Context: an optimization exercise on an open-source flow, tuned for small area and a short achievable clock period. The choices shown serve that exercise and are no tape-out recipe. The RTL was checked by simulation tests, not by an equivalence proof against the original design. The clock port is modelled as an ideal driver; clocking choices that lean on that would not hold on a real chip. Power and IR drop assume default switching activity.

==> run.sh <==
#!/bin/bash
# synth_recipe.tcl (not shown) runs the flow's synth.tcl, then flattens the netlist and writes it again
# the make line also repeats each setting of config.mk as NAME=value (left out here)
make -C /OpenROAD-flow-scripts/flow DESIGN_CONFIG=/design/flow/config.mk WORK_HOME=/design/flow/orfs CLKGATE_MAP_FILE= SYNTH_SCRIPT=/design/flow/synth_recipe.tcl finish
==> constraint.sdc <==
create_clock -name core_clock -period 8.0 [get_ports {clk}]
set_input_delay 1.6000 -clock core_clock [delete_from_list [all_inputs] [get_ports {clk}]]
set_output_delay 1.6000 -clock core_clock [all_outputs]
set_load 0.01 [all_outputs]
==> design.v <==
module lisnoc_fifo #(
   parameter W = 34
)(
   input              clk,
   input              rst,
   input  [W-1:0]     in_flit,
   input              push,       
   output             in_ready,
   output [W-1:0]     out_flit,
   output             out_valid,
   input              pop         
);
   reg [1:0]   wr;
   reg [3:0]   rd;                
   reg         ne, nf;            
   wire        full = !nf;
   reg [W-1:0] mem0, mem1, mem2, mem3;
   wire [1:0] rdb  = {rd[3] | rd[2], rd[3] | rd[1]};
   wire [1:0] diff = wr - rdb;
   wire one   = diff == 2'd1;
   wire three = diff == 2'd3;
   assign in_ready  = nf;
   assign out_valid = ne;
   always @(posedge clk) begin
      if (rst) begin
         wr   <= 2'd0;
         rd   <= 4'b0001;
         ne   <= 1'b0;
         nf   <= 1'b1;
      end else begin
         if (push) wr <= wr + 2'd1;
         if (pop)  rd <= {rd[2:0], rd[3]};
         ne   <= push | (ne & !(pop & one));
         nf   <= !((full & !pop) | (three & push & !pop));
      end
   end
   always @(posedge clk) begin
      if (!full && wr == 2'd0) mem0 <= in_flit;
      if (!full && wr == 2'd1) mem1 <= in_flit;
      if (!full && wr == 2'd2) mem2 <= in_flit;
      if (!full && wr == 2'd3) mem3 <= in_flit;
   end
   assign out_flit = ({W{rd[0]}} & mem0) | ({W{rd[1]}} & mem1) |
                     ({W{rd[2]}} & mem2) | ({W{rd[3]}} & mem3);
endmodule
module lisnoc_fifo_head #(
   parameter W = 34
)(
   input              clk,
   input              rst,
   input              rst_n,      
   input  [W-1:0]     in_flit,
   input              push,       
   output             in_ready,
   output [W-1:0]     out_flit,
   output             out_valid,
   input              out_ready   
);
   wire pop = out_ready & out_valid;
   reg [3:1]   occ_hi;
   reg         occ0;
   wire [3:0]  occ = {occ_hi, occ0};
   reg [W-1:0] e0, m0, m1, m2;
   reg [2:0]   cw, cr;
   assign in_ready  = !occ[3];
   assign out_valid = occ[0];
   assign out_flit  = e0;
   always @(posedge clk or negedge rst_n) begin
      if (!rst_n)             occ0 <= 1'b0;
      else if (rst)           occ0 <= 1'b0;
      else if (push & !pop)   occ0 <= 1'b1;
      else if (pop & !push)   occ0 <= occ[1];
   end
   always @(posedge clk) begin
      if (rst)                occ_hi <= 3'd0;
      else if (push & !pop)   occ_hi <= occ[2:0];
      else if (pop & !push)   occ_hi <= {1'b0, occ[3:2]};
   end
   wire cpush = push & (occ[1] | (occ[0] & !pop));
   wire cpop  = pop & occ[1];
   always @(posedge clk) begin
      if (rst) begin
         cw <= 3'b001;
         cr <= 3'b001;
      end else begin
         if (cpush) cw <= {cw[1:0], cw[2]};
         if (cpop)  cr <= {cr[1:0], cr[2]};
      end
   end
   wire [W-1:0] chead = ({W{cr[0]}} & m0) | ({W{cr[1]}} & m1) | ({W{cr[2]}} & m2);
   wire take_in = out_ready ? !occ[1] : !occ[0];
   wire [W-1:0] other = out_ready ? chead : e0;
   always @(posedge clk) begin
      if (rst)
         e0 <= {W{1'b0}};
      else
         e0 <= take_in ? in_flit : other;
   end
   wire cwe = !occ[3] | pop;
   always @(posedge clk) begin
      if (cwe & cw[0]) m0 <= in_flit;
      if (cwe & cw[1]) m1 <= in_flit;
      if (cwe & cw[2]) m2 <= in_flit;
   end
endmodule
module lisnoc_router #(
   parameter [4:0] PRESENT = 5'b11111
)(
   input              clk,
   input              rst,
   input              rst_n,
   input  [5*34-1:0]  in_flit,
   input  [4:0]       in_valid,
   output [4:0]       in_ready,
   output [5*34-1:0]  out_flit,
   output [4:0]       out_valid,      
   input  [4:0]       out_ready       
);
   wire [33:0] sw   [0:4];           
   wire [4:0]  active;
   wire [4:0]  sel  [0:4];
   wire [4:0]  mst;                  
   wire [4:0]  mid;                  
   wire [3:0]  c    [0:4];           
   wire [3:0]  cn   [0:4];           
   wire [4:0]  seln [0:4];           
   wire [4:0]  read;                 
   wire [4:0]  doneo;                
   wire [4:0]  onf;                  
   genvar p, o, k;
   generate
      for (p = 0; p < 5; p = p + 1) begin : inputs
         if (PRESENT[p]) begin : g
            wire [33:0] fflit;
            wire        fvalid, fready;
            wire        load = !active[p] | read[p];
            wire        hdr  = fflit[32];           
            lisnoc_fifo fifo (
               .clk(clk), .rst(rst),
               .in_flit(in_flit[p*34 +: 34]),
               .push(in_valid[p] & fready),
               .in_ready(fready),
               .out_flit(fflit), .out_valid(fvalid),
               .pop(fvalid & load));
            assign in_ready[p] = fready;
            reg [33:0] swr;
            always @(posedge clk) begin
               if (load)
                  swr <= {fflit[33:28], hdr ? {5'd0, fflit[27:5]} : fflit[27:0]};
            end
            assign sw[p] = swr;
            reg       act_r, mid_r, mst_r;
            reg [4:0] sel_r;
            reg [3:0] c_r;
            assign active[p] = act_r;
            assign sel[p]    = sel_r;
            assign mid[p]    = mid_r;
            assign mst[p]    = mst_r;
            assign c[p]      = c_r;
            wire xfer  = act_r & read[p];
            wire [4:0] sel_nx = (fvalid & load & hdr) ? fflit[4:0] : sel_r;
            assign seln[p] = rst ? 5'd0 : sel_nx;
            wire last  = swr[33];                   
            always @(posedge clk) begin
               if (rst) begin
                  act_r <= 1'b0;
                  sel_r <= 5'd0;
                  mid_r <= 1'b0;
                  mst_r <= 1'b0;
               end else begin
                  act_r <= fvalid | (act_r & !read[p]);
                  sel_r <= sel_nx;
                  if (xfer) mid_r <= !swr[33] & (swr[32] | mid_r);
                  if (xfer & last)
                     mst_r <= 1'b0;
                  else if (doneo[p])
                     mst_r <= 1'b1;
               end
            end
            wire [3:0] qh = fflit[31] ? fflit[31:28] : 4'd0;
            wire [3:0] c_nx = (load & (!mst_r | last)) ? qh :
                              (doneo[p] & mst_r) ? {1'b1, c_r[3:1]} : c_r;
            always @(posedge clk) c_r <= c_nx;
            assign cn[p] = c_nx;
         end else begin : g
            assign in_ready[p] = 1'b0;
            assign sw[p] = 34'd0;
            assign active[p] = 1'b0;
            assign sel[p]    = 5'd0;
            assign mid[p]    = 1'b0;
            assign mst[p]    = 1'b0;
            assign c[p]      = 4'd0;
            assign cn[p]     = 4'd0;
            assign seln[p]   = 5'd0;
         end
      end
      wire [24:0] gt;
      for (p = 0; p < 5; p = p + 1) begin : g_gt
         for (k = 0; k < 5; k = k + 1) begin : g_k
            if (k == p || !PRESENT[k] || !PRESENT[p]) begin : n
               assign gt[k*5+p] = 1'b0;
            end else begin : y
               reg gt_r;
               always @(posedge clk) gt_r <= |(cn[k] & ~cn[p]);
               assign gt[k*5+p] = gt_r;
            end
         end
      end
      wire [4:0]  hin    [0:4];
      wire [24:0] aheadn [0:4];
      for (o = 0; o < 5; o = o + 1) begin : g_hi
         for (p = 0; p < 5; p = p + 1) begin : g_p
            for (k = 0; k < 5; k = k + 1) begin : g_k
               if (k < p)
                  assign aheadn[o][k*5+p] = hin[o][k] | !hin[o][p];
               else
                  assign aheadn[o][k*5+p] = hin[o][k] & !hin[o][p];
            end
         end
      end
      wire [24:0] same, ahs;
      for (p = 0; p < 5; p = p + 1) begin : g_pair
         for (k = 0; k < 5; k = k + 1) begin : g_k
            if (k == p || !PRESENT[k] || !PRESENT[p]) begin : n
               assign same[k*5+p] = 1'b0;
               assign ahs[k*5+p]  = 1'b0;
            end else begin : y
               reg same_r, ahs_r;
               always @(posedge clk) begin
                  same_r <= |(seln[k] & seln[p]);
                  ahs_r  <= |(seln[p] & {aheadn[4][k*5+p], aheadn[3][k*5+p], aheadn[2][k*5+p],
                                         aheadn[1][k*5+p], aheadn[0][k*5+p]});
               end
               assign same[k*5+p] = same_r;
               assign ahs[k*5+p]  = ahs_r;
            end
         end
      end
      for (p = 0; p < 5; p = p + 1) begin : g_read
         if (PRESENT[p]) begin : g
            wire [4:0] beat, lockd, fin;
            for (k = 0; k < 5; k = k + 1) begin : g_k
               if (k == p || !PRESENT[k]) begin : n
                  assign beat[k]  = 1'b0;
                  assign lockd[k] = 1'b0;
                  assign fin[k]   = 1'b0;
               end else begin : y
                  wire sm = same[k*5+p];
                  assign beat[k]  = active[k] & sm & (gt[k*5+p] | (!gt[p*5+k] & ahs[k*5+p]));
                  assign lockd[k] = mid[k] & sm;
                  assign fin[k]   = active[k] & sm & read[k] & sw[k][33];
               end
            end
            wire nfsel = |(sel[p] & onf);
            assign read[p]  = nfsel & (mid[p] | (active[p] & ~|lockd & ~|beat));
            assign doneo[p] = active[p] & |fin;
         end else begin : g
            assign read[p]  = 1'b0;
            assign doneo[p] = 1'b0;
         end
      end
      for (o = 0; o < 5; o = o + 1) begin : outputs
         if (PRESENT[o]) begin : g
            wire [4:0] w, take;
            for (p = 0; p < 5; p = p + 1) begin : g_w
               assign w[p]    = read[p] & sel[p][o];
               assign take[p] = w[p] & active[p];
            end
            wire push = |take;
            wire done = |(take & {sw[4][33], sw[3][33], sw[2][33], sw[1][33], sw[0][33]});
            reg [4:0] hi_r;
            assign hin[o] = rst ? 5'd0 :
                            done ? {w[3] | w[2] | w[1] | w[0], w[2] | w[1] | w[0], w[1] | w[0], w[0], 1'b0} :
                            hi_r;
            always @(posedge clk) hi_r <= hin[o];
            wire [33:0] xbar = ({34{w[0]}} & sw[0]) | ({34{w[1]}} & sw[1]) | ({34{w[2]}} & sw[2]) |
                               ({34{w[3]}} & sw[3]) | ({34{w[4]}} & sw[4]);
            wire aready;
            assign onf[o] = aready;
            if (o == 4) begin : local_fifo
               lisnoc_fifo_head fifo (
                  .clk(clk), .rst(rst), .rst_n(rst_n),
                  .in_flit(xbar), .push(push), .in_ready(aready),
                  .out_flit(out_flit[o*34 +: 34]), .out_valid(out_valid[o]),
                  .out_ready(out_ready[o]));
            end else begin : link_fifo
               lisnoc_fifo fifo (
                  .clk(clk), .rst(rst),
                  .in_flit(xbar), .push(push), .in_ready(aready),
                  .out_flit(out_flit[o*34 +: 34]), .out_valid(out_valid[o]),
                  .pop(out_valid[o] & out_ready[o]));
            end
         end else begin : g
            assign hin[o] = 5'd0;
            assign onf[o] = 1'b0;
            assign out_flit[o*34 +: 34] = 34'd0;
            assign out_valid[o] = 1'b0;
         end
      end
   endgenerate
endmodule
module reset (
   input      clk,
   input      rst_n,
   output reg reset_globle
);
   always @(posedge clk or negedge rst_n) begin
      if (!rst_n) reset_globle <= 1'b1;
      else        reset_globle <= 1'b0;
   end
endmodule
module torus_mesh #(
   parameter flit_type_width = 2,
   parameter flit_data_width = 32,
   parameter vchannels = 1,
   parameter xdim = 3,
   parameter ydim = 3,
   parameter ph_prio_offset = 0,
   parameter ph_prio_width = 4,
   parameter nodes = xdim*ydim,
   parameter flit_width = flit_data_width + flit_type_width
)(
   input                          rst_n,
   input                          clk,
   input  [nodes*flit_width-1:0]  local_in_flit_i,
   input  [nodes*vchannels-1:0]   local_in_valid_i,
   output [nodes*vchannels-1:0]   local_in_ready_o,
   output [nodes*flit_width-1:0]  local_out_flit_o,
   output [nodes*vchannels-1:0]   local_out_valid_o,
   input  [nodes*vchannels-1:0]   local_out_ready_i
);
   wire rst;
   reset rs (.clk(clk), .rst_n(rst_n), .reset_globle(rst));
   wire [5*34-1:0] in_flit   [0:8];
   wire [4:0]      in_valid  [0:8];
   wire [4:0]      in_ready  [0:8];
   wire [5*34-1:0] out_flit  [0:8];
   wire [4:0]      out_valid [0:8];
   wire [4:0]      out_ready [0:8];
   genvar x, y;
   generate
      for (y = 0; y < 3; y = y + 1) begin : row
         for (x = 0; x < 3; x = x + 1) begin : col
            localparam integer n = x + 3*y;
            localparam [4:0] PRESENT = {1'b1, x > 0, y > 0, x < 2, y < 2};
            lisnoc_router #(.PRESENT(PRESENT)) u_router (
               .clk(clk), .rst(rst), .rst_n(rst_n),
               .in_flit(in_flit[n]), .in_valid(in_valid[n]), .in_ready(in_ready[n]),
               .out_flit(out_flit[n]), .out_valid(out_valid[n]), .out_ready(out_ready[n]));
            if (y < 2) begin : gn
               assign in_flit[n][0*34 +: 34] = out_flit[n+3][2*34 +: 34];
               assign in_valid[n][0]         = out_valid[n+3][2];
               assign out_ready[n][0]        = in_ready[n+3][2];
            end else begin : gn
               assign in_flit[n][0*34 +: 34] = 34'd0;
               assign in_valid[n][0]         = 1'b0;
               assign out_ready[n][0]        = 1'b0;
            end
            if (x < 2) begin : ge
               assign in_flit[n][1*34 +: 34] = out_flit[n+1][3*34 +: 34];
               assign in_valid[n][1]         = out_valid[n+1][3];
               assign out_ready[n][1]        = in_ready[n+1][3];
            end else begin : ge
               assign in_flit[n][1*34 +: 34] = 34'd0;
               assign in_valid[n][1]         = 1'b0;
               assign out_ready[n][1]        = 1'b0;
            end
            if (y > 0) begin : gs
               assign in_flit[n][2*34 +: 34] = out_flit[n-3][0*34 +: 34];
               assign in_valid[n][2]         = out_valid[n-3][0];
               assign out_ready[n][2]        = in_ready[n-3][0];
            end else begin : gs
               assign in_flit[n][2*34 +: 34] = 34'd0;
               assign in_valid[n][2]         = 1'b0;
               assign out_ready[n][2]        = 1'b0;
            end
            if (x > 0) begin : gw
               assign in_flit[n][3*34 +: 34] = out_flit[n-1][1*34 +: 34];
               assign in_valid[n][3]         = out_valid[n-1][1];
               assign out_ready[n][3]        = in_ready[n-1][1];
            end else begin : gw
               assign in_flit[n][3*34 +: 34] = 34'd0;
               assign in_valid[n][3]         = 1'b0;
               assign out_ready[n][3]        = 1'b0;
            end
            assign in_flit[n][4*34 +: 34] = local_in_flit_i[n*34 +: 34];
            assign in_valid[n][4]         = local_in_valid_i[n];
            assign local_in_ready_o[n]    = in_ready[n][4];
            assign local_out_flit_o[n*34 +: 34] = out_flit[n][4*34 +: 34];
            assign local_out_valid_o[n]   = out_valid[n][4] & local_out_ready_i[n];
            assign out_ready[n][4]        = local_out_ready_i[n];
         end
      end
   endgenerate
endmodule
==> config.mk <==
export PLATFORM = sky130hd
export DESIGN_NAME = torus_mesh
export DESIGN_NICKNAME = torus_mesh
export VERILOG_FILES = /design/flow/design.v
export SDC_FILE = /design/flow/constraint.sdc
export NUM_CORES = 8
export LEC_CHECK = 0
export CAP_MARGIN = 20
export CORE_MARGIN = 2
export CORE_UTILIZATION = 65
export CTS_CLUSTER_DIAMETER = 50
export CTS_CLUSTER_SIZE = 20
export SETUP_SLACK_MARGIN = 4.6
export SLEW_MARGIN = 60
==> results of run 1 <==
area by class of cell:
type                    instances  area [um2]  area share [%]
flip-flops and latches      11400      327000            65.7
multi-input cells           16100      113000            22.6
clock buffers                1056       21900            4.40
repair buffers               2145       16700            3.35
well taps                    8997       11300            2.26
clock inverters               456        5780            1.16
inverters                     603        2430           0.488
diodes                         70         175          0.0352
repair inverters                3        18.8         0.00377
sequential cells by signal (all words and copies together) (netlist names), 816 cells and up:
register,count
row.col.u_router.inputs.g.fifo.mem0,1122
row.col.u_router.inputs.g.fifo.mem1,1122
row.col.u_router.outputs.g.link_fifo.fifo.mem3,816
row.col.u_router.inputs.g.fifo.mem3,1122
row.col.u_router.inputs.g.fifo.mem2,1122
row.col.u_router.outputs.g.link_fifo.fifo.mem2,816
row.col.u_router.outputs.g.link_fifo.fifo.mem0,816
row.col.u_router.inputs.g.swr,1122
row.col.u_router.outputs.g.link_fifo.fifo.mem1,816
critical path, stage by stage:
cell,delay [ps]
buf_12,110
nand2_8,70
inv_6,30
buf_8,130
Yosys cell counts (all sizes together), types with 111 or more instances:
cell type | number | area (um2)
dfxtp | 1594 | 31900
clkbuf | 1639 | 6170
nor2 | 1610 | 6070
nor2b | 138 | 866
nand3 | 477 | 2400
inv | 596 | 2240
nand2 | 3609 | 13600
a22o | 878 | 7690
a221oi | 1151 | 10100
xnor2 | 138 | 1210
mux2i | 972 | 9730
ha | 303 | 3790
nor3 | 136 | 726
a22oi | 2870 | 21500
and3 | 111 | 703
and2 | 326 | 2040
edfxtp | 9792 | 294000
buf | 429 | 1750
a222oi | 1215 | 12200
a21oi | 674 | 3410
o21ai | 163 | 823
how the worst max path moves through the flow:
stage	from	endpoint	slack, ps	cells after the start
after floorplan	local_out_ready_i[0]	local_out_valid_o[0]	4600	3
after global placement	local_out_ready_i[4]	local_out_valid_o[4]	3130	4
after detailed placement	local_out_ready_i[4]	local_out_valid_o[4]	3080	4
after CTS	local_out_ready_i[4]	local_out_valid_o[4]	4450	4
after global routing	local_out_ready_i[4]	local_out_valid_o[4]	4450	4
final	local_out_ready_i[4]	local_out_valid_o[4]	4460	4
logic make-up after synthesis:
group                    Yosys count  synth area share, %
other                              1             0.000845
AND/OR/NAND/NOR                 6782                 6.53
AO/OA/AOI/OAI                   7831                 14.2
adder cells (fa/ha/maj)          303                0.854
buffers and inverters           2671                 2.30
XOR/XNOR                         171                0.337
flip-flops                     11400                 73.5
multiplexers                    1007                 2.28
stage by stage:
step / instance area (um2) / setup WS, ps / instances / utilization (%)
finish: 498000 / 4460 / 40800 / 73.2
global placement: 460000 / 3130 / 38500 / 67.6
floorplan: 444000 / 4600 / 30200 / -
global route: 498000 / 4450 / 40800 / 73.1
detailed placement: 466000 / 3080 / 39000 / 68.5
CTS: 495000 / 4450 / 40600 / 72.7
repair_timing:
action                     4_1_cts  5_1_grt
gates resized for setup       1824      173
setup endpoints to repair      553      222
buffers inserted                83       67
cloned                           4        7
pin swaps                       28       42
hold endpoints to repair         0        0
power groups by stage:
| stage | sequential [mW] | clock [mW] | combinational [mW] |
|---|---|---|---|
| floorplan | 67.2 | 0 | 2.14 |
| global placement | 68.1 | 0 | 3.48 |
| detailed placement | 68.1 | 0 | 3.68 |
| CTS | 66.7 | 43.4 | 3.73 |
| global route | 66.9 | 45.5 | 4.11 |
| finish | 66.9 | 43.2 | 3.89 |
cell usage in the layout, fill, tap and decap left out, types with 70 or more instances in the layout:
| cell type | instances |
|---|---|
| a21oi_1 | 626 |
| a221o_1 | 84 |
| a221oi_1 | 823 |
| a221oi_2 | 295 |
| a222oi_1 | 1215 |
| a22o_1 | 878 |
| a22oi_1 | 2862 |
| a31oi_1 | 72 |
| and2_1 | 241 |
| buf_1 | 250 |
| buf_2 | 371 |
| buf_4 | 881 |
| buf_6 | 101 |
| clkbuf_1 | 197 |
| clkbuf_16 | 830 |
| clkdlybuf4s50_1 | 315 |
| dfxtp_1 | 1223 |
| dfxtp_2 | 280 |
| dfxtp_4 | 91 |
| diode_2 | 70 |
| dlymetal6s2s_1 | 74 |
| edfxtp_1 | 9792 |
| ha_1 | 303 |
| inv_1 | 576 |
| inv_6 | 82 |
| mux2i_1 | 953 |
| nand2_1 | 3578 |
| nand3_1 | 458 |
| nand3b_1 | 103 |
| nor2_1 | 1542 |
| nor2b_1 | 121 |
| nor3_1 | 115 |
| o211ai_1 | 91 |
| o21ai_0 | 114 |
| or2_2 | 76 |
| xnor2_1 | 137 |
per-layer routing:
layer | track usage [%] | routed length (um) | up-vias
met1 | 53.5 | 510000 | 146000
met3 | 8.36 | 158000 | 3063
met2 | 56.1 | 604000 | 18700
met4 | 17.4 | 78100 | 32
li1 | - | - | 122000
met5 | 0.448 | 535 | -
==> results_dict.tcl, run 1 <==
set metrics [dict create \
    min_period_ps 3540 \
    setup-tns-final_ps 0 \
    synth_cells 30200 \
    crit_type "input pin to primary output" \
    vias 289000 \
    antenna_found_initial 79 \
    num-fill-cells 41700 \
    synth-main-ff-cell "edfxtp_1" \
    layout-drive-gt1-share_pct 13.3 \
    synth.avg_cell_area_um2 14.7 \
    grt_pass1_wl_um 1900000 \
    fmax_ghz 0.282 \
    dr.pass1.iters 28 \
    clockBufferDepth 4 \
    hold_path.startpoint "row[0].col[0].u_router.outputs[1].g.hi_r[0]$_DFF_P_" \
    drv_cap 0 \
    p_leak_nw 177 \
    power_density_nw_per_um2 229 \
    setup_viol 0 \
    r2r-end "row[1].col[0].u_router.g_pair[0].g_k[2].y.ahs_r$_DFF_P_" \
    min_path_cells 2 \
    cts_sinks 11400 \
    power.total_mw 114 \
    dp_hpwl_um 909000 \
    synth_fp_nets 30800 \
    critPathArrivalTime_ps 1940 \
    hold_viol_final 0 \
    combPwrFrac_pct 3.4 \
    final.period_utilization_pct 44.3 \
    start_util_pct 65.2 \
    grt_usage_pct 37.6 \
    clock_skew_ps 46.5 \
    r2r_cells 10 \
    die_x_um 830 \
    synth-edff-count 9792 \
    drtIter0Drc 49800 \
    peakVddDrop_mv 0.304 \
    htreeDepth 6 \
    chipHeight_um 830 \
    nNetsFinal 31700 \
    p_seq_share_pct 58.7 \
    clock_power_share_pct 37.9 \
    slew_viol_final 0 \
    end_kind "primary output" \
    io_pins 650 \
    ant_nets 0 \
    num_rows 303 \
    grt_pass1_vias 270000 \
    drt_wl_total_um 1350000 \
    r2r-start "row[1].col[0].u_router.g_pair[1].g_k[4].y.same_r$_DFF_P_" \
    insertion_delay_ps 1200 \
    port_buffers 649 \
    grt_max_degree 80 \
    r2r_slack_ps 4520 \
    status "no timing/DRC/antenna violations" \
    tightest_slew_ps 735 \
    ys_seq_area_share_pct 73.5 \
    slew_headroom_pct 51.0 \
    worstHoldPathType "flop to flop" \
    holdPathEnd "row[0].col[0].u_router.outputs[1].g.hi_r[0]$_DFF_P_" \
    wl_per_cell_um 33.1 \
    vias_per_cell 7.09 \
    clk_pin_slew_ps 70 \
    overflow 0 \
    root_buffer "clkbuf_16" \
    ys_types 113 \
    worstPathRequired_ps 6400 \
    coreArea_um2 681000 \
    numCtsBuffers 802 \
    power.internal_mw 88.7 \
    cts_tree "done" \
    switchingPower_mw 25.3 \
    synth-seq-cells 11400 \
    hold_ws_ps 452 \
    hold_buffers 0 \
    cp_max_fo 2 \
    drcViolationCount 0 \
    synth_area_um2 444000 \
    place.gp.congestion 1.04 \
    synthArstFlopShare_pct 0.0878 \
    die_area_um2 690000 \
    rsz0062_at_grt "yes" \
    crit_path_start_kind "input pin" \
    swShare_pct 22.2 \
    ys_warn_count 13 \
    area_growth_pct 12.2 \
]
==> inputs of run 2 (changes only) <==
==> flow/run.sh (new file) <==
#!/bin/bash
set -euo pipefail
cd "$(dirname "${BASH_SOURCE[0]}")/.."
bash standard.sh \
  "PRE_IO_PLACEMENT_TCL=$PWD/flow/io.tcl" \
  "POST_GLOBAL_PLACE_TCL=$PWD/flow/pinpath.tcl" \
  "CTS_ARGS=-sink_clustering_enable -repair_clock_nets -sink_clustering_size 20 -sink_clustering_max_diameter 50 -dont_use_dummy_load" \
  "BUFFER_PORTS_ARGS=-buffer_cell sky130_fd_sc_hd__buf_2" \
  finish > flow_make.log 2>&1
==> flow/io.tcl (new file) <==
# Sourced before place_pins (PRE_IO_PLACEMENT_TCL): keep each node's
# local_out_ready_i and local_out_valid_o pins next to each other, so the
# combinational path between them stays short.
for {set n 0} {$n < 9} {incr n} {
  set_io_pin_constraint -group -order \
    -pin_names [list "local_out_ready_i\[$n\]" "local_out_valid_o\[$n\]"]
}
==> flow/pinpath.tcl (new file) <==
# Sourced after global placement (POST_GLOBAL_PLACE_TCL). For each node n,
# the path local_out_ready_i[n] -> local_out_valid_o[n] is combinational
# (valid = not-empty and ready). io.tcl keeps those two pins together; this
# moves the cells on that path (the two port buffers and the gate joining
# them) next to the pins, and gives the input buffer's other loads (the
# output FIFO's pop logic) a buffer of their own, so that the input buffer
# drives only the joining gate and that buffer. Detailed placement
# legalizes the moved cells afterwards.
proc pinpath_driver {net} {
  foreach it [$net getITerms] {
    if {[$it isOutputSignal]} { return $it }
  }
  return ""
}
proc pinpath_move {inst x y} {
  set m [$inst getMaster]
  $inst setLocation [expr {$x - [$m getWidth] / 2}] [expr {$y - [$m getHeight] / 2}]
  $inst setPlacementStatus PLACED
}
set pinpath_block [ord::get_db_block]
set pinpath_core [$pinpath_block getCoreArea]
set pinpath_buf [[ord::get_db] findMaster sky130_fd_sc_hd__buf_4]
for {set n 0} {$n < 9} {incr n} {
  set po [$pinpath_block findBTerm "local_out_valid_o\[$n\]"]
  set pi [$pinpath_block findBTerm "local_out_ready_i\[$n\]"]
  if {$po eq "NULL" || $pi eq "NULL"} { continue }
  set bb [[lindex [$po getBPins] 0] getBBox]
  set x [expr {([$bb xMin] + [$bb xMax]) / 2}]
  set y [expr {([$bb yMin] + [$bb yMax]) / 2}]
  # a point inside the core, 10 um in from the pin
  set x [expr {max([$pinpath_core xMin] + 10000, min([$pinpath_core xMax] - 10000, $x))}]
  set y [expr {max([$pinpath_core yMin] + 10000, min([$pinpath_core yMax] - 10000, $y))}]
  # the input port buffer: the one cell on local_out_ready_i's net
  set inet [$pi getNet]
  set ibuf ""
  foreach it [$inet getITerms] { set ibuf [$it getInst] }
  if {$ibuf eq "" || [llength [$inet getITerms]] != 1} { continue }
  set ibufnet ""
  foreach it [$ibuf getITerms] { if {[$it isOutputSignal]} { set ibufnet [$it getNet] } }
  if {$ibufnet eq "" || $ibufnet eq "NULL"} { continue }
  # walk back from the output pin through single-input cells to the gate
  # fed by the input buffer
  set path {}
  set net [$po getNet]
  set gate ""
  for {set i 0} {$i < 8 && $gate eq ""} {incr i} {
    set d [pinpath_driver $net]
    if {$d eq ""} { break }
    set inst [$d getInst]
    lappend path $inst
    set ins {}
    foreach it [$inst getITerms] {
      if {[$it isInputSignal] && [$it getNet] ne "NULL"} { lappend ins $it }
    }
    foreach it $ins {
      if {[$it getNet] eq $ibufnet} { set gate $it }
    }
    if {[llength $ins] != 1} { break }
    set net [[lindex $ins 0] getNet]
  }
  if {$gate eq ""} { continue }
  foreach inst [concat $path [list $ibuf]] {
    puts "pinpath: node $n moves [$inst getName] ([[$inst getMaster] getName])"
    pinpath_move $inst $x $y
  }
  # start the port buffers at a useful size; repair may resize them later
  $ibuf swapMaster [[ord::get_db] findMaster sky130_fd_sc_hd__buf_8]
  [lindex $path 0] swapMaster [[ord::get_db] findMaster sky130_fd_sc_hd__buf_6]
  # On each net of the path (input buffer -> gate -> ... -> output buffer),
  # the loads off the path move to a new buffer of their own.
  set keep [list $gate]
  set nets [list $ibufnet]
  # path holds the cells from the output buffer back to the gate
  for {set i [expr {[llength $path] - 1}]} {$i > 0} {incr i -1} {
    set from [lindex $path $i]
    set to [lindex $path [expr {$i - 1}]]
    foreach it [$from getITerms] {
      if {[$it isOutputSignal]} {
        set pn [$it getNet]
        foreach jt [$to getITerms] {
          if {[$jt isInputSignal] && [$jt getNet] eq $pn} { lappend nets $pn; lappend keep $jt }
        }
      }
    }
  }
  set j 0
  foreach pn $nets kt $keep {
    set others {}
    foreach it [$pn getITerms] {
      if {[$it isInputSignal] && $it ne $kt} { lappend others $it }
    }
    if {[llength $others] == 0} { continue }
    set sb [odb::dbInst_create $pinpath_block $pinpath_buf "pinpath_split_${n}_$j"]
    set sn [odb::dbNet_create $pinpath_block "pinpath_split_net_${n}_$j"]
    foreach it $others { $it disconnect; $it connect $sn }
    [$sb findITerm A] connect $pn
    [$sb findITerm X] connect $sn
    pinpath_move $sb $x $y
    puts "pinpath: node $n splits [llength $others] loads of [$pn getName] to [$sb getName]"
    incr j
  }
}
==> standard.sh (new file) <==
#!/bin/bash
# synth_recipe.tcl (not shown) runs the flow's synth.tcl, then flattens the netlist and writes it again
# the make line also repeats each setting of config.mk as NAME=value (left out here)
make -C /OpenROAD-flow-scripts/flow DESIGN_CONFIG=/design/flow/config.mk WORK_HOME=/design/flow/orfs CLKGATE_MAP_FILE= SYNTH_SCRIPT=/design/flow/synth_recipe.tcl "${@:-finish}"
removed: run.sh
==> results_dict.tcl, run 2 <==
set metrics [dict create \
    num_rows 303 \
    r2r-end "row[1].col[1].u_router.g_pair[1].g_k[3].y.ahs_r$_DFF_P_" \
    cts_sinks 11400 \
    insertion_delay_ps 1230 \
    crit_type "flop to primary output" \
    tightest_slew_ps 730 \
    wl_per_cell_um 33.6 \
    crit_path_start_kind "flop" \
    clockBufferDepth 4 \
    grt_pass1_vias 269000 \
    r2r_cells 12 \
    min_path_cells 2 \
    cts_tree "done" \
    synth-edff-count 9792 \
    root_buffer "clkbuf_16" \
    worstHoldPathType "flop to flop" \
    num-fill-cells 43100 \
    vias 287000 \
    clk_pin_slew_ps 80 \
    synth_area_um2 444000 \
    peakVddDrop_mv 0.308 \
    drv_cap 0 \
    slew_headroom_pct 51.3 \
    grt_max_degree 100 \
    drcViolationCount 0 \
    chipHeight_um 830 \
    hold_viol_final 0 \
    synth_cells 30200 \
    overflow 0 \
    p_leak_nw 173 \
    hold_buffers 0 \
    worstPathRequired_ps 6400 \
    global_route.usage.met2_pct 56.2 \
    hold_path.startpoint "row[0].col[0].u_router.outputs[1].g.hi_r[0]$_DFF_P_" \
    grt_pass1_wl_um 1900000 \
    vias_per_cell 7.16 \
    port_buffers 649 \
    use_met3_pct 9.33 \
    post_dp_cell_area_um2 463000 \
    ys_types 113 \
    use_met1_pct 52.9 \
    ys_top_cells_by_area "edfxtp_1 66%, dfxtp_1 7.2%, a22oi_1 4.9%, nand2_1 3.1%, a222oi_1 2.7%" \
    die_x_um 830 \
    holdPathEnd "row[0].col[0].u_router.outputs[1].g.hi_r[0]$_DFF_P_" \
    io_pins 650 \
    dp_hpwl_um 915000 \
    synth_fp_nets 30800 \
    final_common_cell "edfxtp_1" \
    antenna_found_initial 95 \
    busiest_layer "met2" \
    start_util_pct 65.2 \
    yosysTopAreaCell "edfxtp_1" \
    power_density_nw_per_um2 219 \
    synth-main-ff-cell "edfxtp_1" \
    grt_usage_pct 37.6 \
    final.period_utilization_pct 44.9 \
    clock_skew_ps 118 \
    status "no timing/DRC/antenna violations" \
    setup_viol 0 \
    synth_top_area_share_pct 66.2 \
    synthTopCellsByCount "9,792 x edfxtp_1, 3,607 x nand2_1, 2,870 x a22oi_1" \
    ant_nets 0 \
    finish.instance_area_um2 488000 \
    area_growth_pct 9.91 \
    ys_seq_area_share_pct 73.5 \
    htreeDepth 6 \
    end_kind "primary output" \
    synthArstFlopShare_pct 0.0878 \
    dr.pass1.iters 29 \
    synth.most_common_cell "edfxtp_1" \
    fmax_ghz 0.279 \
    drtIter0Drc 48600 \
    die_area_um2 690000 \
    setup-tns-final_ps 0 \
    rsz0062_at_grt "yes" \
    ys_warn_count 13 \
    critPathArrivalTime_ps 1990 \
    layout-drive-gt1-share_pct 12.3 \
    coreArea_um2 681000 \
    layout_common_cells "9,792 x edfxtp_1, 3,585 x nand2_1, 2,860 x a22oi_1" \
    cp_max_fo 2 \
    drt_wl_total_um 1350000 \
    slew_viol_final 0 \
    nNetsFinal 31700 \
    synth.avg_cell_area_um2 14.7 \
    numCtsBuffers 808 \
    min_period_ps 3590 \
    r2r_slack_ps 4560 \
    synth-seq-cells 11400 \
]
==> run 2: cell counts after synthesis <==
Identical to the previous run, type by type.
==> run 2: critical path, cell delays in order (launching register included) <==
cell,delay (ps)
dfrtp_4,590
nand2_8,100
inv_4,40
buf_6,110
==> run 2: worst max-delay path by stage <==
stage / start / endpoint / cells after the start
6_report: flop / local_out_valid_o[4] / 3
5_1_grt: flop / local_out_valid_o[4] / 3
4_1_cts: flop / local_out_valid_o[4] / 3
3_5_place_dp: row[1].col[1].u_router.inputs[4].g.act_r$_SDFF_PP0_ / row[1].col[1].u_router.g_pair[1].g_k[3].y.ahs_r$_DFF_P_ / 11
3_3_place_gp: row[1].col[1].u_router.inputs[0].g.act_r$_SDFF_PP0_ / row[1].col[1].u_router.g_pair[2].g_k[1].y.ahs_r$_DFF_P_ / 9
2_1_floorplan: local_out_ready_i[0] / local_out_valid_o[0] / 3
==> run 2: logic make-up (layout without fill, tap and decap cells) <==
| family | after synthesis | in the layout | synth area share [%] |
|---|---|---|---|
| xor+xnor | 171 | 171 | 0.337 |
| buf+inv | 2671 | 3528 | 2.30 |
| simple gates | 6782 | 6789 | 6.53 |
| flops | 11400 | 11400 | 73.5 |
| fa+ha+maj | 303 | 303 | 0.854 |
| other cells | 1 | 66 | 0.000845 |
| compound gates | 7831 | 7831 | 14.2 |
| mux | 1007 | 1007 | 2.28 |
==> run 2: metrics by stage <==
step	worst slack, ps	hold slack (ps)	instances	util (%)	total power [mW]
floorplan	4600	421	30200	-	69.3
global placement	3220	435	38500	67.1	71.5
detailed placement	4000	439	39000	68.1	71.7
CTS	4370	452	39800	71.3	107
global route	4400	478	40000	71.7	109
finish	4410	452	40100	71.7	107
==> run 2: power by group <==
part / switching [mW] / internal (mW)
clock: 18.3 / 17.7
combinational: 2.54 / 1.25
sequential: 1.66 / 65.3
total: 22.5 / 84.3
==> run 2: repair_timing <==
action | in CTS | in global routing
cloned | 3 | 8
setup buffers | 39 | 58
endpoints found under the setup margin | 302 | 197
resized for setup | 279 | 204
pin swaps | 20 | 47
==> run 2: metal layers <==
metal / up-vias / wire length, um
li1: 121000 / -
met1: 144000 / 506000
met2: 18500 / 604000
met3: 3306 / 158000
met4: 70 / 79000
met5: - / 1140
==> run 2: layout make-up <==
class,instances,area [um2],area share [%]
Buffer,27,203,0.0415
Multi-Input combinational cell,16100,113000,23.1
Timing Repair inverter,2,11.3,0.00231
Timing Repair Buffer,2088,14200,2.91
Antenna cell,65,163,0.0333
Inverter,603,2390,0.489
Clock buffer,808,20200,4.14
Sequential cell,11400,327000,67.0
Tap cell,8997,11300,2.31
==> inputs of run 3 (changes only) <==
--- a/config.mk
+++ b/config.mk
@@ -12,3 +12,3 @@
 export CTS_CLUSTER_SIZE = 20
-export SETUP_SLACK_MARGIN = 4.6
-export SLEW_MARGIN = 60
+export SETUP_SLACK_MARGIN = 4.5
+export SLEW_MARGIN = 40
==> results_dict.tcl, run 3 <==
set metrics [dict create \
    min_period_ps 3610 \
    worstPathRequired_ps 8810 \
    crit_type "flop to flop" \
    synth_area_um2 444000 \
    r2r_slack_ps 4390 \
    vias_per_cell 7.21 \
    layout_common_cells "9,792 x edfxtp_1, 3,590 x nand2_1, 2,865 x a22oi_1" \
    synth.most_common_cell "edfxtp_1" \
    end_kind "flop" \
    p_leak_nw 171 \
    chipHeight_um 830 \
    ys_warn_count 13 \
    ys_seq_area_share_pct 73.5 \
    insertion_delay_ps 1230 \
    wl_per_cell_um 33.8 \
    clock_skew_ps 86.2 \
    synth.avg_cell_area_um2 14.7 \
    slew_viol_final 0 \
    layout_setup_ws_ps 4390 \
    power.total_mw 107 \
    clockBufferDepth 4 \
    ys_top_cells_by_area "edfxtp_1 66%, dfxtp_1 7.2%, a22oi_1 4.9%, nand2_1 3.1%, a222oi_1 2.7%" \
    synth_top_area_share_pct 66.2 \
    cts_tree "done" \
    root_buffer "clkbuf_16" \
    setup_viol 0 \
    synthTopCellsByCount "9,792 x edfxtp_1, 3,607 x nand2_1, 2,870 x a22oi_1" \
    grt_max_degree 128 \
    grt_pass1_vias 266000 \
    place_ws_ps 3690 \
    start_util_pct 65.2 \
    overflow 0 \
    setup-tns-final_ps 0 \
    cts_sinks 11400 \
    final.period_utilization_pct 45.2 \
    ant_nets 0 \
    rsz0062_at_grt "yes" \
    cp_max_fo 35 \
    synth_cells 30200 \
    synth-edff-count 9792 \
    die_x_um 830 \
    finish.instance_area_um2 482000 \
    drt_wl_total_um 1340000 \
    fmax_ghz 0.277 \
    tightest_slew_ps 1050 \
    layout-drive-gt1-share_pct 10.6 \
    worstHoldPathType "input pin to async pin" \
    dp_hpwl_um 905000 \
    vias 286000 \
    synth-main-ff-cell "edfxtp_1" \
    ys_types 113 \
    drtIter0Drc 51500 \
    io_pins 650 \
    antenna_found_initial 99 \
    peakVddDrop_mv 0.263 \
    drcViolationCount 0 \
    nNetsFinal 31200 \
    slew_headroom_pct 29.9 \
    drv_cap 0 \
    port_buffers 649 \
    synth_fp_nets 30800 \
    num_rows 303 \
    status "no timing/DRC/antenna violations" \
    synth-seq-cells 11400 \
    grt_usage_pct 37.3 \
    grt_pass1_wl_um 1880000 \
    clk_pin_slew_ps 80 \
    dr.pass1.iters 46 \
    post_dp_cell_area_um2 459000 \
    power_density_nw_per_um2 221 \
    final_common_cell "edfxtp_1" \
    die_area_um2 690000 \
    htreeDepth 6 \
    yosysTopAreaCell "edfxtp_1" \
    coreArea_um2 681000 \
    critPathArrivalTime_ps 4430 \
    numCtsBuffers 808 \
    crit_path_start_kind "flop" \
    synthArstFlopShare_pct 0.0878 \
    area_growth_pct 8.55 \
    hold_viol_final 0 \
    r2r_cells 7 \
]
==> run 3: area by class of cell <==
cell class	instances	area (um2)
inverters	603	2330
flip-flops and latches	11400	327000
plain buffers	27	203
diodes	63	158
well taps	8997	11300
fillers	43800	199000
clock buffers	808	20200
multi-input cells	16100	110000
repair buffers	1650	11100
repair inverters	1	5.00
==> run 3: kinds of logic (layout without fill, tap and decap cells) <==
| group | count (synthesis) | after routing | synth area share, % |
|---|---|---|---|
| AOI/OAI and AO/OA | 7831 | 7831 | 14.2 |
| other | 1 | 64 | 0.000845 |
| xor gates and xnor gates | 171 | 171 | 0.337 |
| DFF | 11400 | 11400 | 73.5 |
| and+or+nand+nor | 6782 | 6787 | 6.53 |
| buffers and inverters | 2671 | 3089 | 2.30 |
| muxes | 1007 | 1007 | 2.28 |
| adders and majority gates | 303 | 303 | 0.854 |
==> run 3: worst min path at each step <==
| stage | start | slack [ps] | end |
|---|---|---|---|
| after floorplan | row[0].col[0].u_router.outputs[1].g.hi_r[0]$_DFF_P_ | 420 | row[0].col[0].u_router.outputs[1].g.hi_r[0]$_DFF_P_ |
| after global placement | row[0].col[0].u_router.outputs[1].g.hi_r[0]$_DFF_P_ | 430 | row[0].col[0].u_router.outputs[1].g.hi_r[0]$_DFF_P_ |
| after detailed placement | row[0].col[0].u_router.outputs[1].g.hi_r[0]$_DFF_P_ | 440 | row[0].col[0].u_router.outputs[1].g.hi_r[0]$_DFF_P_ |
| after CTS | rst_n | 370 | async pin |
| after global routing | rst_n | 350 | async pin |
| final | rst_n | 370 | async pin |
==> run 3: report_power, final <==
part / switching [mW] / total, mW / internal [mW]
Clock: 18.3 / 36.0 / 17.7
Sequential: 1.72 / 67.1 / 65.4
Combinational: 2.46 / 3.63 / 1.17
Total: 22.5 / 107 / 84.2
==> run 3: repair_timing <==
item,in CTS,in global routing
gates resized for setup,251,184
setup endpoints to repair,1250,360
buffers inserted,51,48
pin swaps,24,36
gates cloned,3,3
hold buffers,0,0
==> run 3: critical path, stage by stage, from the launching register on <==
cell,delay (ps)
dfxtp_2,580
inv_1,150
a221oi_2,560
nor2_4,150
and2_1,270
buf_4,290
a222oi_1,730
nand2_1,480
==> run 3: per-stage QoR <==
step,hold slack [ps],std cells,util (%)
5_1_grt,346,39600,70.8
2_1_floorplan,421,30200,-
3_3_place_gp,431,38400,67.1
3_5_place_dp,442,38600,67.4
6_report,369,39600,70.8
4_1_cts,367,39500,70.5
==> run 3: per-layer routing <==
metal  up-vias  GRT usage (%)  wire length, um
met2     18400           55.8           599000
met3      3313           8.98           158000
met1    144000           52.9           505000
met4        78           16.5            76000
li1     120000              -                -
met5         -          0.420             1160
==> inputs of run 4 (changes only) <==
==> flow/run.sh (replaced) <==
#!/bin/bash
set -euo pipefail
cd "$(dirname "${BASH_SOURCE[0]}")/.."
bash standard.sh \
  "PRE_IO_PLACEMENT_TCL=$PWD/flow/io.tcl" \
  "POST_GLOBAL_PLACE_TCL=$PWD/flow/pinpath.tcl" \
  "CTS_ARGS=-sink_clustering_enable -repair_clock_nets -sink_clustering_size 25 -sink_clustering_max_diameter 80 -dont_use_dummy_load" \
  "BUFFER_PORTS_ARGS=-buffer_cell sky130_fd_sc_hd__buf_2" \
  finish > flow_make.log 2>&1
--- a/config.mk
+++ b/config.mk
@@ -10,5 +10,5 @@
 export CORE_UTILIZATION = 65
-export CTS_CLUSTER_DIAMETER = 50
-export CTS_CLUSTER_SIZE = 20
-export SETUP_SLACK_MARGIN = 4.5
-export SLEW_MARGIN = 40
+export CTS_CLUSTER_DIAMETER = 80
+export CTS_CLUSTER_SIZE = 25
+export SETUP_SLACK_MARGIN = 4.6
+export SLEW_MARGIN = 60
==> results_dict.tcl, run 4 <==
set metrics [dict create \
    synth-main-ff-cell "edfxtp_1" \
    grt_pass1_wl_um 1890000 \
    htreeDepth 6 \
    hold_viol_final 0 \
    yosysTopAreaCell "edfxtp_1" \
    vias 286000 \
    crit_path_start_kind "flop" \
    dr.pass1.iters 28 \
    die_x_um 830 \
    fmax_ghz 0.282 \
    slew_headroom_pct 48.5 \
    synthTopCellsByCount "9,792 x edfxtp_1, 3,607 x nand2_1, 2,870 x a22oi_1" \
    synth_top_area_share_pct 66.2 \
    drtIter0Drc 48400 \
    insertion_delay_ps 1170 \
    slew_viol_final 0 \
    clock_skew_ps 125 \
    synth-seq-cells 11400 \
    wl_per_cell_um 33.7 \
    ys_types 113 \
    power_density_nw_per_um2 209 \
    clockBufferDepth 4 \
    port_buffers 649 \
    chipHeight_um 830 \
    ys_top_cells_by_area "edfxtp_1 66%, dfxtp_1 7.2%, a22oi_1 4.9%, nand2_1 3.1%, a222oi_1 2.7%" \
    hold_ws_ps 452 \
    drcViolationCount 0 \
    cts_tree "done" \
    io_pins 650 \
    p_leak_nw 170 \
    numCtsBuffers 565 \
    peakVddDrop_mv 0.247 \
    synth.avg_cell_area_um2 14.7 \
    synth.most_common_cell "edfxtp_1" \
    drt_wl_total_um 1340000 \
    setup_viol 0 \
    end_kind "primary output" \
    synth_cells 30200 \
    rsz0062_at_grt "yes" \
    area_growth_pct 8.50 \
    status "no timing/DRC/antenna violations" \
    final_common_cell "edfxtp_1" \
    die_area_um2 690000 \
    cp_max_fo 2 \
    finish.instance_area_um2 482000 \
    drv_cap 0 \
    synth_area_um2 444000 \
    ant_nets 0 \
    cts_sinks 11400 \
    nNetsFinal 31400 \
    tightest_slew_ps 773 \
    start_util_pct 65.2 \
    post_dp_cell_area_um2 463000 \
    finish.utilization_pct 70.8 \
    num_rows 303 \
    layout-drive-gt1-share_pct 11.6 \
    synth_fp_nets 30800 \
    coreArea_um2 681000 \
    worstPathRequired_ps 6400 \
    crit_type "flop to primary output" \
    layout_setup_ws_ps 4450 \
    grt_max_degree 100 \
    synthArstFlopShare_pct 0.0878 \
    place_ws_ps 4000 \
    root_buffer "clkbuf_16" \
    final.period_utilization_pct 44.3 \
    setup-tns-final_ps 0 \
    clk_pin_slew_ps 90 \
    vias_per_cell 7.17 \
    ys_warn_count 13 \
    ys_seq_area_share_pct 73.5 \
    overflow 0 \
    synth-edff-count 9792 \
    min_period_ps 3550 \
    worstHoldPathType "flop to flop" \
    grt_usage_pct 37.4 \
    antenna_found_initial 85 \
    layout_common_cells "9,792 x edfxtp_1, 3,584 x nand2_1, 2,860 x a22oi_1" \
    grt_pass1_vias 266000 \
    critPathArrivalTime_ps 1950 \
    dp_hpwl_um 915000 \
]
[run 4: changes by cell type in the layout (fill, tap and decap cells not counted), moves of 32 or more]
| cell | previous run | this run |
|---|---|---|
| a221oi_1 | 1091 | 816 |
| a221oi_2 | 51 | 310 |
| dfxtp_4 | 54 | 92 |
| clkbuf_16 | 808 | 566 |
| nor2_1 | 1568 | 1536 |
| buf_1 | 5 | 270 |
| buf_6 | 25 | 99 |
| dlymetal6s2s_1 | 0 | 52 |
| dfxtp_1 | 1462 | 1426 |
[run 4: routing by layer]
layer  vias up  global-route usage, %  routed length, um
met1    144000                   52.9             506000
met5         -                  0.661               1200
met3      3125                   9.05             157000
li1     120000                      -                  -
met2     18100                   55.8             600000
met4        70                   16.9              77600
[run 4: stage by stage]
step / instances / total power [mW]
floorplan: 30200 / 69.3
global placement: 38500 / 71.5
detailed placement: 39000 / 71.7
CTS: 39600 / 100
global route: 39800 / 103
finish: 39800 / 101
[run 4: area by class of cell]
type,count,area (um2)
multi-input combinational,16100,113000
tap,8997,11300
timing repair buffer,2084,14100
timing repair inverter,2,11.3
antenna,59,148
sequential,11400,327000
clock buffer,565,14100
fill,43800,199000
inverter,603,2390
buffer,27,203
[run 4: path summary, 6_finish.rpt]
check / cells after the start / slack, ps / startpoint / endpoint
worst max-delay path: 3 / 4450 / flop / local_out_valid_o[4]
worst min-delay path: 2 / 450 / row[0].col[0].u_router.outputs[1].g.hi_r[0]$_DFF_P_ / row[0].col[0].u_router.outputs[1].g.hi_r[0]$_DFF_P_
worst max register to register: 11 / 4480 / row[1].col[1].u_router.inputs[1].g.mid_r$_SDFFE_PP0P_ / row[1].col[1].u_router.g_pair[1].g_k[3].y.ahs_r$_DFF_P_
worst min register to register: 2 / 450 / row[0].col[0].u_router.outputs[1].g.hi_r[0]$_DFF_P_ / row[0].col[0].u_router.outputs[1].g.hi_r[0]$_DFF_P_
max in group asynchronous: 2 / 6820 / rst_n / async pin
min in group asynchronous: 2 / 630 / rst_n / async pin
[run 4: report_power, final]
group          internal, mW  switching [mW]  total (mW)
logic                  1.25            2.54        3.79
clock network          12.6            17.2        29.8
registers              65.3            1.66        67.0
[run 4: cell families after synthesis]
| family | after synthesis | share of synthesized area, % |
|---|---|---|
| flops | 11400 | 73.5 |
| compound gates | 7831 | 14.2 |
| simple gates | 6782 | 6.53 |
| buf+inv | 2671 | 2.30 |
| mux | 1007 | 2.28 |
| fa+ha+maj | 303 | 0.854 |
| xor+xnor | 171 | 0.337 |
| other cells | 1 | 0.000845 |
[run 4: critical path: stages, from the launching register on]
cell and delay (ps):
dfrtp_4 590, nand2_8 100, inv_4 40, buf_6 110
[run 4: what timing repair did]
action,4_1_cts,5_1_grt
endpoints found under the setup margin,294,203
buffers inserted,33,55
gates cloned,3,9
gates resized for setup,269,192
hold buffers,0,0
hold endpoints to repair,0,0
pin swaps,17,46

[port drivers added, routing unchanged]
No port has a modelled driver above. Below, the same layouts with a new extraction and two added sets of constraints.
Step 1 sets driving cells, clkbuf_16 on the clock port and buf_2 on the other inputs (assumed; they add their load-dependent delay and slew).
Step 2 moves the port delays by t, midway between the first and last clock arrival at a register: inputs arrive t later, outputs are due t later. That takes back most of the time a late clock gives input paths.
a / b / c = ideal / step 1 / step 2; a / b = the first two.
run | shift t [ns] | slack for setup (ns) | worst data-port slew with drivers (ns) | cell pins on the clock port's net
run 1 | 1.323 | 4.458 / 4.239 / 4.239 | 0.39 | 1
run 2 | 1.315 | 4.410 / 4.248 / 4.438 | 0.30 | 1
run 3 | 1.309 | 4.386 / 4.289 / 4.386 | 0.36 | 1
run 4 | 1.256 | 4.455 / 4.303 / 4.437 | 0.28 | 1
After both steps every run listed still meets setup and hold. The setup slack of run 1, which loses most, moves by -0.219 ns with the drivers and by -0.219 ns with both steps.
